This design comes from an exercise in tuning for small area on the open sky130 flow, not from production work.
The RTL was checked by simulation tests, not by an equivalence proof against the original design.
Power and IR drop assume default switching activity.

## run A
// Router_top
module Router_top(clock, resetn, read_enb_0, read_enb_1, read_enb_2, pkt_valid, data_in,
                  data_out_0, data_out_1, data_out_2, valid_out_0, valid_out_1, valid_out_2, error, busy);
For scale: roughly 1800 cells after synthesis, roughly 400 flip-flops, ~43 I/O pins, roughly 16000 µm² of cells after synthesis.
Settings: LEC_CHECK=0, CAP_MARGIN=10, CORE_MARGIN=2, CORE_UTILIZATION=40, GPL_TIMING_DRIVEN=0, SLEW_MARGIN=10; clock period 10.0 ns.
standard.sh (not shown) runs the stock make flow with config.mk's settings and CLKGATE_MAP_FILE= SYNTH_SCRIPT=/design/flow/synth_recipe.tcl, a recipe that flattens the netlist after the stock synthesis.
==> flow/flow/run.sh <==
#!/bin/bash
# Layout flow: the standard ORFS flow (standard.sh) with three changes.
#  - synthesis maps the logic with flow/abc_area.script (area-oriented ABC
#    mapping) instead of ORFS's abc_area.script; the flip-flops and their
#    names are those of the standard synthesis;
#  - CTS runs without dummy loads and with larger sink clusters;
#  - every input and output port still gets a buffer, of the smallest kind.
# All of make's output goes to flow_make.log; ORFS keeps each step's log
# under orfs/logs/.
set -euo pipefail
W=$(pwd)
F=$W/flow

# synthesis script: the standard flow's, with the abc override inserted after its first line
{ head -n 1 "$W/synth_recipe.tcl"; cat "$F/synth_pre.tcl"; tail -n +2 "$W/synth_recipe.tcl"; } > "$W/flow_synth.tcl"
sed "s#$W/synth_recipe.tcl#$W/flow_synth.tcl#g" "$W/standard.sh" > "$W/flow_standard.sh"
grep -q flow_synth.tcl "$W/flow_standard.sh"

export FLOW_ABC_SCRIPT=$F/abc_area.script
export CTS_ARGS="-sink_clustering_enable -repair_clock_nets -dont_use_dummy_load -sink_clustering_size 26 -sink_clustering_max_diameter 100"
export BUFFER_PORTS_ARGS="-buffer_cell sky130_fd_sc_hd__buf_1"

bash "$W/flow_standard.sh" finish > "$W/flow_make.log" 2>&1
==> flow/flow/abc_area.script <==
strash
dc2
&get -n
&dch -f
&nf -a -R 1000
&put
mfs2
strash
&get -n
&dch -f
&nf -a -R 1000
&put
mfs2
strash
&get -n
&dch -f
&nf -a -R 1000
&put
mfs2
strash
&get -n
&dch -f
&nf -a -R 1000
&put
topo
==> flow/flow/synth_pre.tcl <==
# Run Yosys's abc with an area-oriented mapping script (flow/abc_area.script)
# in place of the script ORFS passes; everything else in the synthesis is the
# standard one, so the registers are the same.
proc abc {args} {
  set i [lsearch -exact $args -script]
  if { $i >= 0 } {
    lset args [expr {$i + 1}] $::env(FLOW_ABC_SCRIPT)
  }
  yosys abc {*}$args
}
Here is what was changed in the inputs of run B compared with run A.
diff --git a/flow/flow/run.sh b/flow/flow/run.sh
--- a/flow/flow/run.sh
+++ b/flow/flow/run.sh
@@ -18,5 +18,5 @@
 
 export FLOW_ABC_SCRIPT=$F/abc_area.script
-export CTS_ARGS="-sink_clustering_enable -repair_clock_nets -dont_use_dummy_load -sink_clustering_size 26 -sink_clustering_max_diameter 100"
+export CTS_ARGS="-sink_clustering_enable -repair_clock_nets -dont_use_dummy_load -sink_clustering_size 24 -sink_clustering_max_diameter 80"
 export BUFFER_PORTS_ARGS="-buffer_cell sky130_fd_sc_hd__buf_1"
 
- Delta(proportion of power drawn by the clock network, run B - run A) > 0
- Worst-case headroom to the max-slew limit delta (run B − run A): unfavourable
- Run A → run B: buffer count excluding the clock tree in the final layout shows no meaningful change; relative contribution of combinational cells to total power shows a reduction of 0.3 points.
- Between run A and run B, the difference in first-pass GRT wire length is negligible.
The inputs of run C differ from those of run B as listed below.
==> flow/flow/run.sh <==
#!/bin/bash
# Layout flow: the standard ORFS flow with two changes.
#  - synthesis maps the logic with flow/abc_area.script (area-oriented ABC
#    mapping) instead of ORFS's abc_area.script; the flip-flops and their
#    names are those of the standard synthesis;
#  - CTS runs without dummy loads and with larger sink clusters.
set -euo pipefail
W=$(pwd)
F=$W/flow

# synthesis script: the standard flow's, with the abc override inserted after its first line
{ head -n 1 "$W/synth_recipe.tcl"; cat "$F/synth_pre.tcl"; tail -n +2 "$W/synth_recipe.tcl"; } > "$W/flow_synth.tcl"
sed "s#$W/synth_recipe.tcl#$W/flow_synth.tcl#g" "$W/standard.sh" > "$W/flow_standard.sh"
grep -q flow_synth.tcl "$W/flow_standard.sh"

export FLOW_ABC_SCRIPT=$F/abc_area.script
export CTS_ARGS="-sink_clustering_enable -repair_clock_nets -dont_use_dummy_load -sink_clustering_size 30 -sink_clustering_max_diameter 60"
export BUFFER_PORTS_ARGS="-buffer_cell sky130_fd_sc_hd__buf_1"

bash "$W/flow_standard.sh" finish > "$W/flow_make.log" 2>&1
==> comparison <==
As of run C, total power had risen by a few percent compared to run B.
In the flow results for run B and run C, the final critical-path required period is smaller on run C.
There was hardly any difference in met3 routed wirelength between run C and run B.
Compare run B and run C | portion of the layout cell area used by clock cells lower: run B
Against run B, run C comes in 0.2 points lower on logic gate share of total power.
## Diff of input files: run D against run C
diff --git a/flow/flow/run.sh b/flow/flow/run.sh
--- a/flow/flow/run.sh
+++ b/flow/flow/run.sh
@@ -15,5 +15,5 @@
 
 export FLOW_ABC_SCRIPT=$F/abc_area.script
-export CTS_ARGS="-sink_clustering_enable -repair_clock_nets -dont_use_dummy_load -sink_clustering_size 30 -sink_clustering_max_diameter 60"
+export CTS_ARGS="-sink_clustering_enable -repair_clock_nets -dont_use_dummy_load -sink_clustering_size 30 -sink_clustering_max_diameter 85"
 export BUFFER_PORTS_ARGS="-buffer_cell sky130_fd_sc_hd__buf_1"
 
[summary]
Layout cell share with drive strength beyond 1: lower on run D
Run C -> run D: mux contribution to synthesized area delta 0, exact match
Run D against run C: fraction of standard cell area that is sequential has increased, final cycle utilization of the critical path has remained practically unchanged.
Run D vs run C: CTS buffer count down by more than a quarter
Design area: run D and run C compared, higher one is run C
The wire length of run D and that of run C are within noise of each other.
Going from run C to run D, share of power burned in combinational logic grows by 0.4 points.
Inputs modified between run D and run E:
diff --git a/flow/flow/run.sh b/flow/flow/run.sh
--- a/flow/flow/run.sh
+++ b/flow/flow/run.sh
@@ -15,5 +15,5 @@
 
 export FLOW_ABC_SCRIPT=$F/abc_area.script
-export CTS_ARGS="-sink_clustering_enable -repair_clock_nets -dont_use_dummy_load -sink_clustering_size 30 -sink_clustering_max_diameter 85"
+export CTS_ARGS="-sink_clustering_enable -repair_clock_nets -dont_use_dummy_load -sink_clustering_size 40 -sink_clustering_max_diameter 70"
 export BUFFER_PORTS_ARGS="-buffer_cell sky130_fd_sc_hd__buf_1"
 
==> summary.txt <==
Comparing run D with run E, the global-route usage came out essentially unchanged. | number of global-route vias before repair | run D vs run E | ≈ equal |. Run E: core utilization 0.25 points above run D. In run E, the overall power came out 2.3% above the value in run D. Run E: met2 track demand over resource is 0.63 points higher than what run D reported. Number of stages on the worst hold path: run E vs run D identical. Between run E and run D, the difference in clock-pin slew on the worst setup and hold paths is negligible. Status: combinational power parity (run D, run E). Any difference in final cell count between run D and run E is small enough to ignore. Relative to run D, critical path depth decreased by 2 in run E. First-pass GRT wire length essentially unchanged between run E and run D.
Changes in run F relative to run E:
diff --git a/flow/flow/run.sh b/flow/flow/run.sh
--- a/flow/flow/run.sh
+++ b/flow/flow/run.sh
@@ -15,5 +15,5 @@
 
 export FLOW_ABC_SCRIPT=$F/abc_area.script
-export CTS_ARGS="-sink_clustering_enable -repair_clock_nets -dont_use_dummy_load -sink_clustering_size 40 -sink_clustering_max_diameter 70"
+export CTS_ARGS="-sink_clustering_enable -repair_clock_nets -dont_use_dummy_load -sink_clustering_size 26 -sink_clustering_max_diameter 100"
 export BUFFER_PORTS_ARGS="-buffer_cell sky130_fd_sc_hd__buf_1"
 
Findings:
- Relative to run E, the initial antenna violation count of run F is higher by 2.
- Fraction of the cycle the final worst path needs: run F > run E
- The cell area in run F was lower than what run E gave.
- Total length of routed met3 wires ended up about 3% higher on run F than on run E.
- Run F vs. run E: clock share of power moved down; clock power has decreased; overall power after layout now smaller; amount of wire on met2 after detailed routing increased by 340 µm relative to the old numbers.

[what the ideal ports hide]
Ports are ideal in the flow. The routed layouts listed here were re-timed in OpenROAD.
Step 1 assumes that a clkbuf_16 drives the clock port and a buf_2 every other input.
Step 2 moves the port delays by t, midway between the first and last clock arrival at a register: inputs arrive t later, outputs are due t later. That takes back most of the time a late clock gives input paths.
Slacks: ideal ports / drivers / drivers and shift; pairs: ideal ports / drivers.
run | t (ns) | setup slack, ns | hold slack, ns | worst setup path after step 2 | worst slew at a driven data input, ns
run A | 0.619 | 5.078 / 5.078 / 5.078 | 0.366 / 0.366 / 0.366 | register to register | 0.04
run B | 0.625 | 5.140 / 5.140 / 5.140 | 0.358 / 0.358 / 0.358 | register to register | 0.04
run C | 0.603 | 5.187 / 5.187 / 5.187 | 0.367 / 0.367 / 0.367 | register to register | 0.05
run D | 0.610 | 5.174 / 5.174 / 5.174 | 0.337 / 0.337 / 0.337 | register to register | 0.04
run E | 0.627 | 5.193 / 5.193 / 5.193 | 0.356 / 0.356 / 0.356 | register to register | 0.04
run F | 0.619 | 5.078 / 5.078 / 5.078 | 0.366 / 0.366 / 0.366 | register to register | 0.04
After both steps every run listed still meets setup and hold.
